What follows belongs to an exercise in optimizing a design on an open flow for small area and a short achievable clock period; a production flow would make more cautious choices. Only simulation tests tie the RTL to the original design; equivalence was not proved. The clock port is modelled as an ideal driver; clocking choices that lean on that would not hold on a real chip. Power figures rest on the tool's default switching activity, not on a simulated workload.

==> design.v <==
module ram_design(input logic clk,
                  input logic en_a, en_b,  
                  input logic [4:0] addr_a, addr_b,
                  input logic [7:0] data_in_a, data_in_b,
                  output logic [7:0] data_out_a, data_out_b
                  );
  logic [31:0][7:0] ram;  
  logic [3:0] lo_a_n, lo_b_n;
  logic [7:0] hr_a_n, hw_a_n, hr_b_n, hw_b_n;
  ram_predec u_pd_a (.addr(addr_a), .en(en_a), .lo_n(lo_a_n), .hr_n(hr_a_n), .hw_n(hw_a_n));
  ram_predec u_pd_b (.addr(addr_b), .en(en_b), .lo_n(lo_b_n), .hr_n(hr_b_n), .hw_n(hw_b_n));
  logic [31:0] rs_a, rs_b, wr_a, wr_b, wr;
  for (genvar i = 0; i < 32; i++) begin : g_sel
    ram_wordsel u_sel (.lo_a_n(lo_a_n[i%4]), .hr_a_n(hr_a_n[i/4]), .hw_a_n(hw_a_n[i/4]),
                       .lo_b_n(lo_b_n[i%4]), .hr_b_n(hr_b_n[i/4]), .hw_b_n(hw_b_n[i/4]),
                       .rs_a(rs_a[i]), .rs_b(rs_b[i]), .wa(wr_a[i]), .wb(wr_b[i]), .w(wr[i]));
  end
  wire [7:0] nd_a = ~data_in_a;
  wire [7:0] nd_b = ~data_in_b;
  logic [31:0][7:0] ram_next;
  for (genvar i = 0; i < 32; i++) begin : g_word
    for (genvar j = 0; j < 8; j++) begin : g_bit
      ram_bitcell u_cell (.q(ram[i][j]), .wa(wr_a[i]), .wb(wr_b[i]), .w(wr[i]),
                          .nda(nd_a[j]), .ndb(nd_b[j]), .d(ram_next[i][j]));
    end
  end
  always_ff @(posedge clk)
    ram <= ram_next;
  logic [7:0] rd_a, rd_b;
  for (genvar j = 0; j < 8; j++) begin : g_rd
    logic [32:0] v;
    for (genvar i = 0; i < 32; i++) begin : g_w
      assign v[i] = ram[i][j];
    end
    assign v[32] = 1'b0;
    ram_rdbit u_rd_a (.s({en_a, rs_a}), .v({data_in_a[j], v[31:0]}), .y(rd_a[j]));
    ram_rdbit u_rd_b (.s({en_b, rs_b}), .v({data_in_b[j], v[31:0]}), .y(rd_b[j]));
  end
  always_ff @(posedge clk) begin
    data_out_a <= rd_a;
    data_out_b <= rd_b;
  end
endmodule
module ram_predec(input logic [4:0] addr,
                  input logic en,
                  output logic [3:0] lo_n,
                  output logic [7:0] hr_n, hw_n);
  always_comb begin
    for (int k = 0; k < 4; k++)
      lo_n[k] = ~(addr[1:0] == k[1:0]);
    for (int m = 0; m < 8; m++) begin
      hr_n[m] = ~((addr[4:2] == m[2:0]) & ~en);
      hw_n[m] = ~((addr[4:2] == m[2:0]) & en);
    end
  end
endmodule
module ram_wordsel(input logic lo_a_n, hr_a_n, hw_a_n, lo_b_n, hr_b_n, hw_b_n,
                   output logic rs_a, rs_b, wa, wb, w);
  assign rs_a = ~(lo_a_n | hr_a_n);
  assign rs_b = ~(lo_b_n | hr_b_n);
  assign wb   = ~(lo_b_n | hw_b_n);
  assign wa   = ~(lo_a_n | hw_a_n | wb);
  assign w    = wa | wb;
endmodule
module ram_bitcell(input logic q, wa, wb, w, nda, ndb,
                   output logic d);
  assign d = ~((wa & nda) | (wb & ndb) | ~(q | w));
endmodule
module ram_rdbit(input logic [32:0] s, v,
                 output logic y);
  logic [16:0] p;
  for (genvar k = 0; k < 16; k++) begin : g_grp
    ram_aoi22 u_grp (.s(s[2*k+1:2*k]), .v(v[2*k+1:2*k]), .y(p[k]));
  end
  assign p[16] = ~(s[32] & v[32]);
  assign y = ~&p;
endmodule
module ram_aoi22(input logic [1:0] s, v,
                 output logic y);
  assign y = ~|(s & v);
endmodule
==> flow/run.sh <==
#!/bin/bash
# Own layout flow: the standard flow (standard.sh) with these changes:
#  - Yosys's abc call maps the logic with flow/map.abc (an area-oriented &nf
#    cut mapping) instead of ORFS's abc speed script; registers, names,
#    flattening and renaming are the standard synthesis's;
#  - port buffers are sky130_fd_sc_hd__buf_2 rather than the delay cell
#    buffer_ports picks by default;
#  - CTS uses clkbuf_4/clkbuf_8 and inserts no dummy loads;
#  - after the timing repair of CTS, flow/recover.tcl removes buffers and
#    downsizes cells whose extra drive does not help the worst slack, then a
#    sizing-only repair aiming at 1.5 ns and another downsizing follow; after
#    the repair of global routing, a sizing-only repair and a downsizing run
#    again;
#  - global routing's timing repair aims at a 1.2 ns setup margin rather than
#    config.mk's (which CTS's repair uses).
# Every tool's output stays in orfs/logs; make's own output goes to
# orfs_make.log.
set -euo pipefail
W=$(pwd)
F=$W/flow
{
  echo "proc abc {args} {"
  echo "  set i [lsearch -exact \$args -script]"
  echo "  if {\$i >= 0} { lset args [expr {\$i + 1}] $F/map.abc }"
  echo "  yosys abc {*}\$args"
  echo "}"
  cat "$W/synth_recipe.tcl"
} > "$W/own_synth.tcl"
sed -e "s|SYNTH_SCRIPT=[^ ]*|SYNTH_SCRIPT=$W/own_synth.tcl|" "$W/standard.sh" > "$W/own_standard.sh"
grep -q "SYNTH_SCRIPT=$W/own_synth.tcl" "$W/own_standard.sh"
ARGS=(
  "BUFFER_PORTS_ARGS=-buffer_cell sky130_fd_sc_hd__buf_2"
  "CTS_ARGS=-sink_clustering_enable -repair_clock_nets -dont_use_dummy_load -sink_clustering_size 16 -sink_clustering_max_diameter 80 -buf_list {sky130_fd_sc_hd__clkbuf_4 sky130_fd_sc_hd__clkbuf_8}"
  "POST_CTS_TCL=$F/post_cts.tcl"
  "PRE_GLOBAL_ROUTE_TCL=$F/pre_grt.tcl"
)
# Up to CTS with config.mk's SETUP_SLACK_MARGIN; from global routing on with a
# lower margin (placement parasitics are optimistic, so CTS repair aims higher).
bash "$W/own_standard.sh" "${ARGS[@]}" cts > "$W/orfs_make_cts.log" 2>&1
bash "$W/own_standard.sh" "${ARGS[@]}" SETUP_SLACK_MARGIN=1.2 finish > "$W/orfs_make.log" 2>&1
==> flow/map.abc <==
strash
dch -f
&get -n
&nf -R 1000
&put
topo
==> flow/post_cts.tcl <==
# POST_CTS_TCL hook: buffer removal and area recovery on placement parasitics
# after the timing repair of CTS, then a sizing-only repair (legalized again)
# and area recovery.
source [file join [file dirname [info script]] recover.tcl]
estimate_parasitics -placement
buf_remove_pass -placement
area_recover -placement
repair_timing -setup -sequence sizeup,swap -setup_margin 1.5
detailed_placement
check_placement
estimate_parasitics -placement
area_recover -placement
==> flow/pre_grt.tcl <==
# PRE_GLOBAL_ROUTE_TCL hook: global_route.tcl calls recover_power_helper between
# global_route -start_incremental and -end_incremental, after its own repair.
# Run instead: a sizing-only repair aiming higher (outside the incremental
# session, as global_route.tcl runs its repair), then, in a new incremental
# session that global_route.tcl closes, legalization and area recovery on
# global-route parasitics.
source [file join [file dirname [info script]] recover.tcl]
proc recover_power_helper { } {
  global_route -end_incremental
  estimate_parasitics -global_routing
  repair_timing -setup -sequence sizeup,swap -setup_margin 1.5
  global_route -start_incremental
  detailed_placement
  estimate_parasitics -global_routing
  area_recover -global_routing
}
==> flow/recover.tcl <==
# Area recovery: after repair_timing has sized the design, try each
# combinational cell at smaller drive strengths of the same function and keep
# the smallest that leaves the worst setup slack at least the slack before
# recovery (less 5 ps), the worst hold slack non-negative and adds no max
# slew or max capacitance violation. Clock-tree cells,
# registers and delay cells are left alone. Parasitics are estimated again
# after every change (parasitics is -placement or -global_routing).
proc area_recover { parasitics } {
  set wns0 [sta::worst_slack -max]
  set hold0 [sta::worst_slack -min]
  set setup_floor [expr {$wns0 - 0.005}]
  set hold_floor [expr {min(0.0, $hold0)}]
  set slew0 [sta::max_slew_violation_count]
  set cap0 [sta::max_capacitance_violation_count]
  set area0 [rsz::design_area]
  set db [ord::get_db]
  set n 0
  foreach inst [[ord::get_db_block] getInsts] {
    set m [[$inst getMaster] getName]
    if {![regexp {^(sky130_fd_sc_hd__(\w+?))_(\d+)$} $m -> base fn drv]} continue
    if {[regexp {^(df|clk|tap|fill|decap|conb|dly|sdf|edf|lpflow)} $fn]} continue
    if {[$inst isFixed]} continue
    set iname [$inst getName]
    foreach d {0 1 2 4 6 8 12 16} {
      if {$d >= $drv} break
      set cand "${base}_$d"
      if {[$db findMaster $cand] eq "NULL"} continue
      if {[get_lib_cells -quiet $cand] eq ""} continue
      if {[get_property [get_lib_cells $cand] dont_use]} continue
      replace_cell $iname $cand
      estimate_parasitics $parasitics
      if {[sta::worst_slack -max] >= $setup_floor && [sta::worst_slack -min] >= $hold_floor
          && [sta::max_slew_violation_count] <= $slew0
          && [sta::max_capacitance_violation_count] <= $cap0} {
        incr n
        break
      }
      replace_cell $iname $m
      estimate_parasitics $parasitics
    }
  }
  puts "area_recover: resized $n cells down, area [format %.1f [expr {$area0 * 1e12}]] -> [format %.1f [expr {[rsz::design_area] * 1e12}]] um2, setup wns $wns0 -> [sta::worst_slack -max], hold wns $hold0 -> [sta::worst_slack -min]"
}

# Buffer removal: try taking out each buffer between two internal signal nets
# (its loads move to its input net) and keep the change under the same
# conditions as area_recover. Used on placement parasitics only, before global
# routing, since it changes nets.
proc buf_remove_pass { parasitics } {
  set wns0 [sta::worst_slack -max]
  set hold0 [sta::worst_slack -min]
  set setup_floor [expr {$wns0 - 0.005}]
  set hold_floor [expr {min(0.0, $hold0)}]
  set slew0 [sta::max_slew_violation_count]
  set cap0 [sta::max_capacitance_violation_count]
  set area0 [rsz::design_area]
  set block [ord::get_db_block]
  set n 0
  foreach inst [$block getInsts] {
    set m [[$inst getMaster] getName]
    if {![regexp {^sky130_fd_sc_hd__buf_\d+$} $m]} continue
    if {[$inst isFixed]} continue
    set a [$inst findITerm A]
    set x [$inst findITerm X]
    set in_net [$a getNet]
    set out_net [$x getNet]
    if {$in_net eq "NULL" || $out_net eq "NULL"} continue
    if {[llength [$in_net getBTerms]] > 0 || [llength [$out_net getBTerms]] > 0} continue
    if {[$out_net getSigType] eq "CLOCK" || [$in_net getSigType] eq "CLOCK"} continue
    set loads {}
    foreach it [$out_net getITerms] {
      if {$it ne $x} { lappend loads $it }
    }
    foreach it $loads { $it disconnect; $it connect $in_net }
    estimate_parasitics $parasitics
    if {[sta::worst_slack -max] >= $setup_floor && [sta::worst_slack -min] >= $hold_floor
        && [sta::max_slew_violation_count] <= $slew0 && [sta::max_capacitance_violation_count] <= $cap0} {
      $a disconnect
      $x disconnect
      odb::dbInst_destroy $inst
      odb::dbNet_destroy $out_net
      incr n
    } else {
      foreach it $loads { $it disconnect; $it connect $out_net }
    }
  }
  estimate_parasitics $parasitics
  puts "buf_remove: removed $n buffers, area [format %.1f [expr {$area0 * 1e12}]] -> [format %.1f [expr {[rsz::design_area] * 1e12}]] um2, setup wns $wns0 -> [sta::worst_slack -max], hold wns $hold0 -> [sta::worst_slack -min]"
}
==> standard.sh <==
#!/bin/bash
# synth_recipe.tcl (not shown) runs the flow's synth.tcl, then flattens the netlist and writes it again
# the make line also repeats each setting of config.mk as NAME=value (left out here)
make -C /OpenROAD-flow-scripts/flow DESIGN_CONFIG=/design/flow/config.mk WORK_HOME=/design/flow/orfs CLKGATE_MAP_FILE= SYNTH_SCRIPT=/design/flow/synth_recipe.tcl "${@:-finish}"
==> config.mk <==
export PLATFORM = sky130hd
export DESIGN_NAME = ram_design
export DESIGN_NICKNAME = ram_design
export VERILOG_FILES = /design/flow/design.v
export SDC_FILE = /design/flow/constraint.sdc
export NUM_CORES = 4
export LEC_CHECK = 0
export CAP_MARGIN = 20
export CORE_MARGIN = 2
export CORE_UTILIZATION = 50
export GPL_TIMING_DRIVEN = 0
export SETUP_SLACK_MARGIN = 1.4
export SLEW_MARGIN = 20
export SYNTH_HIERARCHICAL = 1
export SYNTH_MINIMUM_KEEP_SIZE = 0
==> constraint.sdc <==
create_clock -name core_clock -period 3.0 [get_ports {clk}]
set_input_delay 0.6000 -clock core_clock [delete_from_list [all_inputs] [get_ports {clk}]]
set_output_delay 0.6000 -clock core_clock [all_outputs]
set_load 0.01 [all_outputs]
==> summary.md, run 1 <==
| Metric | Value |
|---|---|
| ANT nets after route | `0` |
| Site Rows | `57` |
| Post-synthesis sequential area ratio | `around 44%` |
| Clock skew | `between 40 and 50 ps` |
| CP Data Arrival Time | `2230 ps` |
| Clk slew on worst S/H paths | `100 ps` |
| Synth Flop Type | `dfxtp_1` |
| Hold endpoint | `data_out_b[2]` |
| Synth Area per Inst | `8.90 um2` |
| Syn. warnings | `8` |
| Layout cells sized above 1 | `20.6%` |
| Hold path depth | `3` |
| HPWL Detailed | `approximately 37,000 um` |
| Post-synth EDFFs | `0` |
| Period utilization | `59.8%` |
| Vias in the first global route | `13,311` |
| Final critical-path required period | `1790 ps` |
| CTS tree | `done` |
| Power Density | `648 nW/um2` |
| Worst reg2reg startpoint | `ram[39]` |
| DIE AREA | `25,900 um2` |
| Initial core utilization | `approximately half` |
| First-pass GRT wire length | `87,000 um` |
| Die width | `161 um` |
| Reg2reg setup slack | `about 1500 ps` |
| Crit Path Max Fanout | `9` |
| R2R Path End | `data_out_a[7]` |
| Ant diodes | `0` |
| Max-Cap Viols | `0` |
| Worst r2r path cells | `4` |
| Worst path slowest cell | `a22oi_1` |
| HP Class | `in -> reg` |
| Hold path startpoint | `data_in_b[2]` |
| Setup ws final | `1210 ps` |
| Largest net degree at the start of global routing | `33` |
| Fin. max-slew vios | `0` |
| Type of the worst setup path | `in -> reg` |
| DR pass1 iterations | `6` |
| Chip Height | `around 160 um` |
| Fin Setup TNS | `0 ps` |
| DP Cell Count | `1,766` |
| RSZ-0062 raised after global routing | `true` |
| Routed vias | `14,520` |
| Final Non-Filler Cells | `1,809` |
| CP cell instances | `buf_8 > or2_4 > nor2_4 > a22oi_1 > nand4_1 > nor3_1 > nand2_1` |
| Async SR Flop Fraction | `0%` |
| Cell count after synthesis | `1,382` |
| Hold slack final | `277 ps` |
| Total gr overflow | `0` |
| Layout Nets | `1,516` |
| DRT Wirelength | `60,500 um` |
| Antenna violations before repair | `0` |
| CTS Sinks | `272` |
| Vias per cell | `between 8 and 9` |
| GRT Total Usage | `roughly 45%` |
| Port bufs | `44` |
| Yosys cell types | `18` |
| Leakage | `4.91 nW` |
| Wirelength per Cell | `33.5 um` |
| Net Count, Synth | `1,411` |
| Relative slew slack | `27.3%` |
| Required time of the critical path | `3430 ps` |
| Worst setup EP type | `flop` |
| Mapped Area | `12,300 um2` |
| Slew at the pin closest to its max-slew limit | `around 1100 ps` |
| Startpoint types | `primary input` |
| Routability cong. | `0.973` |
| Clock Latency Late Sink | `600 ps` |
| Dpl ws | `59.7 ps` |
| Post-route DRC | `0` |
| Top-Level Pins | `45` |
| #FFs+latches synth | `272` |
| Status | `complete, no violations` |
| Number of hold violations in the final report | `0` |
| Area growth syn-to-layout | `20.2%` |
| Achievable Freq | `557 MHz` |
| Final setup fails | `0` |
| Core outline area | `~24,000 um2` |
| Peak supply drop | `0.463 mV` |
| Crit path largest cell delay | `roughly 370 ps` |
| Initial drt markers | `2,708` |
[state kept, by name, indices dropped and copies added, names as in the netlist]
signal      cells
ram           256
data_out_a      8
data_out_b      8
[metal layers]
layer  share of wire [%]  routed length, um  vias to the layer above  global-route usage (%)
met5                   0                  0                        -                       0
met4                 6.2               3770                        0                    24.3
met3                  14               8460                      261                    11.9
met2                  43              25700                     1198                    66.0
met1                  37              22600                     7080                    59.5
li1                    -                  -                     5981                       -
[stage by stage]
stage,utilization [%],instance area (um2),power [W]
6_report,61.0,14800,0.00958
3_5_place_dp,59.4,14400,0.00761
3_3_place_gp,58.0,14100,0.00749
5_1_grt,61.0,14800,0.00991
2_1_floorplan,-,13400,0.00668
[cells by family (layout without fill, tap and decap cells)]
logic type	Yosys count	count (layout)	synth area share [%]
AO/OA/AOI/OAI	560	560	36.1
buffers and inverters	16	110	0.489
flip-flops	272	272	44.3
AND/OR/NAND/NOR	534	543	19.1
[critical path: cells and delay by family]
| kind | cells | cell delay (ps) |
|---|---|---|
| buf+inv | 1 | 160 |
| simple gates | 5 | 1090 |
| compound gates | 1 | 370 |
[report_power, final]
group	switching, W	internal (W)	leakage, nW
Sequential	0.00106	0.00469	2.30
Combinational	0.00121	0.000819	2.48
Clock	0.00119	0.000600	0.144
Total	0.00346	0.00611	4.91
[Yosys stat by module (local to each module, per instance)]
module | cell area (um2) | flops+latches | times used | cells
ram_design | 5510 | 272 | 1 | 288
ram_predec | 161 | 0 | 2 | 27
ram_bitcell | 12.5 | 0 | 256 | 2
ram_aoi22 | 7.51 | 0 | 256 | 1
ram_wordsel | 22.5 | 0 | 32 | 5
ram_rdbit | 38.8 | 0 | 16 | 7
[worst max-delay path by stage]
stage	from	to	slack, ps	depth (start not counted)
after floorplan	addr_b[0]	ram[160]	1160	4
after global placement	en_b	ram[253]	70	5
after global routing	addr_a[2]	ram[120]	1200	7
after detailed placement	en_b	ram[246]	60	5
final	addr_a[1]	data_out_a[7]	1210	7
[cell type report]
type	count	area (um2)
Sequential cell	272	5450
Inverter	16	61.3
Multi-Input combinational cell	1103	8080
Clock buffer	20	275
Fill cell	2214	9470
Timing Repair Buffer	74	503
Tap cell	324	405
[cell usage in the layout (no fill, tap or decap), types with 13 or more instances in the layout]
cell and count:
dfxtp_1 266, nor2_1 265, a221oi_1 251, a22oi_1 232, nand4_1 66, nor2_2 52
nor2_4 43, buf_1 37, nor3_2 31, a22oi_2 24, o22ai_2 21, clkbuf_8 20
nand2_1 19, inv_2 15, a21oi_1 13
[cell usage after synthesis, types with 4 or more instances]
| cell | instances | share of area [%] |
|---|---|---|
| nand2b_1 | 8 | 0.41 |
| nand4_1 | 66 | 3.4 |
| nand3b_1 | 4 | 0.24 |
| a21oi_1 | 16 | 0.65 |
| nand2_1 | 26 | 0.79 |
| o22ai_1 | 32 | 1.6 |
| nor3_1 | 48 | 2.0 |
| or3_1 | 6 | 0.31 |
| dfxtp_1 | 272 | 44 |
| clkinv_1 | 16 | 0.49 |
| a22oi_1 | 256 | 16 |
| nand4b_1 | 6 | 0.43 |
| a221oi_1 | 256 | 18 |
| nor2_1 | 360 | 11 |
| or3b_1 | 4 | 0.28 |
==> inputs of run 2 (changes only) <==
--- a/flow/run.sh
+++ b/flow/run.sh
@@ -7,10 +7,8 @@
 #    buffer_ports picks by default;
 #  - CTS uses clkbuf_4/clkbuf_8 and inserts no dummy loads;
 #  - after the timing repair of CTS, flow/recover.tcl removes buffers and
-#    downsizes cells whose extra drive does not help the worst slack, then a
-#    sizing-only repair aiming at 1.5 ns and another downsizing follow; after
-#    the repair of global routing, a sizing-only repair and a downsizing run
-#    again;
+#    downsizes cells whose extra drive does not help the worst slack, and
+#    after the repair of global routing it downsizes again;
 #  - global routing's timing repair aims at a 1.2 ns setup margin rather than
 #    config.mk's (which CTS's repair uses).
 # Every tool's output stays in orfs/logs; make's own output goes to
==> flow/post_cts.tcl (replaced) <==
# POST_CTS_TCL hook: buffer removal and area recovery on placement parasitics
# after the timing repair of CTS.
source [file join [file dirname [info script]] recover.tcl]
estimate_parasitics -placement
buf_remove_pass -placement
area_recover -placement
==> flow/pre_grt.tcl (replaced) <==
# PRE_GLOBAL_ROUTE_TCL hook: global_route.tcl calls recover_power_helper between
# global_route -start_incremental and -end_incremental, after its own repair;
# run the area recovery there instead (on global-route parasitics), so the
# nets it touches are routed again.
source [file join [file dirname [info script]] recover.tcl]
proc recover_power_helper { } {
  estimate_parasitics -global_routing
  area_recover -global_routing
}
==> run 2 against run 1 <==
Net effect:
- wire length fell by 1.4%
- sequential share of layout area rose by 1.7 points
- die area did not move
- clock-buffer cell count did not move
- critical path type unchanged
- critical endpoint is now data_out_a[3]
- highest routed layer unchanged
==> summary.md, run 2 <==
| Metric | Value |
|---|---|
| Top flop regs | `ram: 256 flops, data_out_a: 8 flops, data_out_b: 8 flops (unchanged)` |
| Met1 usage in global routing | `58.6% (was 59.5%)` |
| DIE AREA | `25,900 um2 (unchanged)` |
| GRT Max-Usage Layer | `met2 (unchanged)` |
| Yosys cell types | `18 (unchanged)` |
| Clock skew | `51.7 ps (was 48.0 ps)` |
| Async SR Flop Fraction | `0% (unchanged)` |
| Antenna violations before repair | `0 (unchanged)` |
| Achievable Freq | `531 MHz (was 557 MHz)` |
| Fin. max-slew vios | `0 (unchanged)` |
| Slew at the pin closest to its max-slew limit | `923 ps (was 1090 ps)` |
| Total gr overflow | `0 (unchanged)` |
| ANT nets after route | `0 (unchanged)` |
| Synth Flop Type | `dfxtp_1 (unchanged)` |
| Core outline area | `24,200 um2 (unchanged)` |
| Layout Nets | `1,518 (was 1,516)` |
| Post-synth EDFFs | `0 (unchanged)` |
| Net Count, Synth | `1,411 (unchanged)` |
| Leakage | `4.77 nW (was 4.91 nW)` |
| Peak supply drop | `0.452 mV (was 0.463 mV)` |
| Syn. warnings | `8 (unchanged)` |
| Routability cong. | `0.973 (unchanged)` |
| Final-layout fill cell count | `2,264 (was 2,214)` |
| Final setup fails | `0 (unchanged)` |
| Crit path largest cell delay | `350 ps (was 370 ps)` |
| Max-Cap Viols | `0 (unchanged)` |
| Number of hold violations in the final report | `0 (unchanged)` |
| Final Non-Filler Cells | `1,811 (was 1,809)` |
| DR pass1 iterations | `8 (was 6)` |
| Crit Path Max Fanout | `12 (was 9)` |
| Worst setup EP type | `flop (unchanged)` |
| GR Util met2 | `65.6% (was 66.0%)` |
| Setup ws final | `1120 ps (was 1210 ps)` |
| Largest net degree at the start of global routing | `33 (unchanged)` |
| Area leader, netlist | `dfxtp_1 (unchanged)` |
| Routed vias | `14,335 (was 14,520)` |
| Area growth syn-to-layout | `15.0% (was 20.2%)` |
| Sw Ratio | `35.6% (was 36.2%)` |
| CTS tree | `done (unchanged)` |
| Post-route DRC | `0 (unchanged)` |
| Most numerous cell in the Yosys netlist | `nor2_1 (unchanged)` |
| Site Rows | `57 (unchanged)` |
| #FFs+latches synth | `272 (unchanged)` |
| Period utilization | `62.7% (was 59.8%)` |
| Required time of the critical path | `3490 ps (was 3430 ps)` |
| Relative slew slack | `38.4% (was 27.3%)` |
| Clk pwr share | `19.0% (was 18.7%)` |
| CP cell instances | `buf_6 > nand2_4 > nor2_2 > a22oi_1 > nand4_1 > nor3_4 > nand2_1 (was buf_8 > or2_4 > nor2_4 > a22oi_1 > nand4_1 > nor3_1 > nand2_1)` |
| Fin Setup TNS | `0 ps (unchanged)` |
| GRT Total Usage | `44.4% (was 44.6%)` |
| RSZ-0062 raised after global routing | `true (unchanged)` |
| Vias in the first global route | `13,277 (was 13,311)` |
| Die width | `161 um (unchanged)` |
| CTS Sinks | `272 (unchanged)` |
| Clk slew on worst S/H paths | `110 ps (was 100 ps)` |
| Dpl ws | `59.7 ps (unchanged)` |
| Type of the worst setup path | `in -> reg (unchanged)` |
| HP Class | `in -> reg (unchanged)` |
| Commonest non-fill, non-tap cells in the layout | `nor2_1, dfxtp_1, a221oi_1 (was dfxtp_1, nor2_1, a221oi_1)` |
| Flop pwr share | `60.5% (was 60.1%)` |
| Cell Int Power | `0.00608 W (was 0.00611 W)` |
| Wirelength per Cell | `32.9 um (was 33.5 um)` |
| Vias per cell | `7.92 (was 8.03)` |
| Clock Latency Late Sink | `600 ps (about the same)` |
| Initial drt markers | `2,663 (was 2,708)` |
| Startpoint types | `primary input (unchanged)` |
| Synth Area per Inst | `8.90 um2 (unchanged)` |
| Synth top cells by count | `nor2_1, dfxtp_1, a221oi_1, a22oi_1, nand4_1 (unchanged)` |
| Post-synthesis sequential area ratio | `44.3% (unchanged)` |
| Most common cell after layout, fill and taps aside | `nor2_1 (was dfxtp_1)` |
| Top-Level Pins | `45 (unchanged)` |
| Power Density | `668 nW/um2 (was 648 nW/um2)` |
| Mapped Area | `12,300 um2 (unchanged)` |
| Status | `complete, no violations (unchanged)` |
| CP Data Arrival Time | `2380 ps (was 2230 ps)` |
| Top cells by area, synth | `dfxtp_1, a221oi_1, a22oi_1, nor2_1, nand4_1 (unchanged)` |
| Chip Height | `161 um (unchanged)` |
| Final critical-path required period | `1880 ps (was 1790 ps)` |
| Initial core utilization | `50.7% (unchanged)` |
| Switch Pwr | `0.00337 W (was 0.00346 W)` |
| M3 GR Usage | `12.3% (was 11.9%)` |
| First-pass GRT wire length | `86,600 um (was 87,000 um)` |
| Ant diodes | `0 (unchanged)` |
| Largest register FFs | `256 (unchanged)` |
| Post-synth top area share | `44.3% (unchanged)` |
| HPWL Detailed | `37,200 um (unchanged)` |
| Cell count after synthesis | `1,382 (unchanged)` |
| Layout cells sized above 1 | `15.6% (was 20.6%)` |
| DRT Wirelength | `59,700 um (was 60,500 um)` |
| Comb power frac | `20.5% (was 21.2%)` |
| Top reg by flops | `ram (unchanged)` |
| Worst path slowest cell | `nand4_1 (was a22oi_1)` |
| DP Cell Count | `1,766 (unchanged)` |
| Port bufs | `44 (unchanged)` |
## run 2: cell counts after synthesis
No cell type changed its count.
## run 2: worst paths after layout
kind	end	start	cells past startpoint	slack [ps]
worst max-delay path	data_out_a[3]	addr_a[0]	7	1120
worst min-delay path	data_out_b[2]	data_in_b[2]	3	290
worst max register to register	data_out_a[3]	ram[51]	4	1440
worst min register to register	ram[90]	ram[90]	2	510
## run 2: metal layers
metal / share of wire (%) / routed length, um
met4: 6.5 / 3900
met5: 0 / 0
met3: 14 / 8470
met2: 42 / 25100
met1: 37 / 22200
## run 2: critical path, delay by kind of cell
kind	cells	cell delay, ps
and+or+nand+nor	5	1300
buffers and inverters	1	140
AOI/OAI and AO/OA	1	320
## run 2: kinds of logic after synthesis
logic type,after synthesis,share of synthesized area (%)
AOI/OAI and AO/OA,560,36.1
buffers and inverters,16,0.489
DFF,272,44.3
and+or+nand+nor,534,19.1
## run 2: final cells by class
cell class,instances,area (um2),area share (%)
multi-input cells,1103,7470,52.9
inverters,16,80.1,0.566
repair buffers,76,452,3.20
clock buffers,20,275,1.95
well taps,324,405,2.87
flip-flops and latches,272,5450,38.5
## run 2: power groups by stage
stage	clock, W	combinational, W	sequential [W]
after floorplan	0	0.00130	0.00537
after global placement	0	0.00177	0.00572
after detailed placement	0	0.00189	0.00572
after global routing	0.00191	0.00209	0.00580
final	0.00179	0.00193	0.00572
## run 2: stage by stage
step / util, % / hold slack, ps / total power (W) / cell area [um2]
3_5_place_dp: 59.4 / 488 / 0.00761 / 14400
5_1_grt: 58.3 / 305 / 0.00980 / 14100
2_1_floorplan: - / 473 / 0.00668 / 13400
3_3_place_gp: 58.0 / 488 / 0.00749 / 14100
6_report: 58.3 / 287 / 0.00945 / 14100
## run 2: modules after synthesis (local to each module, per instance)
module | area (um2) | flip-flops and latches | times used
ram_predec | 161 | 0 | 2
ram_bitcell | 12.5 | 0 | 256
ram_design | 5510 | 272 | 1
ram_rdbit | 38.8 | 0 | 16
ram_aoi22 | 7.51 | 0 | 256
ram_wordsel | 22.5 | 0 | 32

-- static timing again, ports no longer ideal --
No port has a modelled driver above. Below, the same layouts with a new extraction and two added sets of constraints. Step 1 (the two cells are an assumption about what drives the block):
set clk [get_ports {clk}]
set_driving_cell -lib_cell sky130_fd_sc_hd__clkbuf_16 $clk
set_driving_cell -lib_cell sky130_fd_sc_hd__buf_2 [delete_from_list [all_inputs] $clk]
Step 2 times the ports against the registers' clock, not the clock port: input delays grow and output delays shrink by t, the midpoint of the rising clock arrivals with the driver on. Three values: no drivers, after step 1, after step 2; two values: the first two.
run	t, ns	slack for setup (ns)	worst slew at a driven data input, ns
run 1	0.621	1.206 / 1.184 / 0.563	0.09
run 2	0.623	1.118 / 1.087 / 0.463	0.08
After both steps setup and hold are still met in every run listed. For run 2, which loses most, drivers alone change the setup slack by -0.031 ns; drivers and shift together by -0.655 ns.
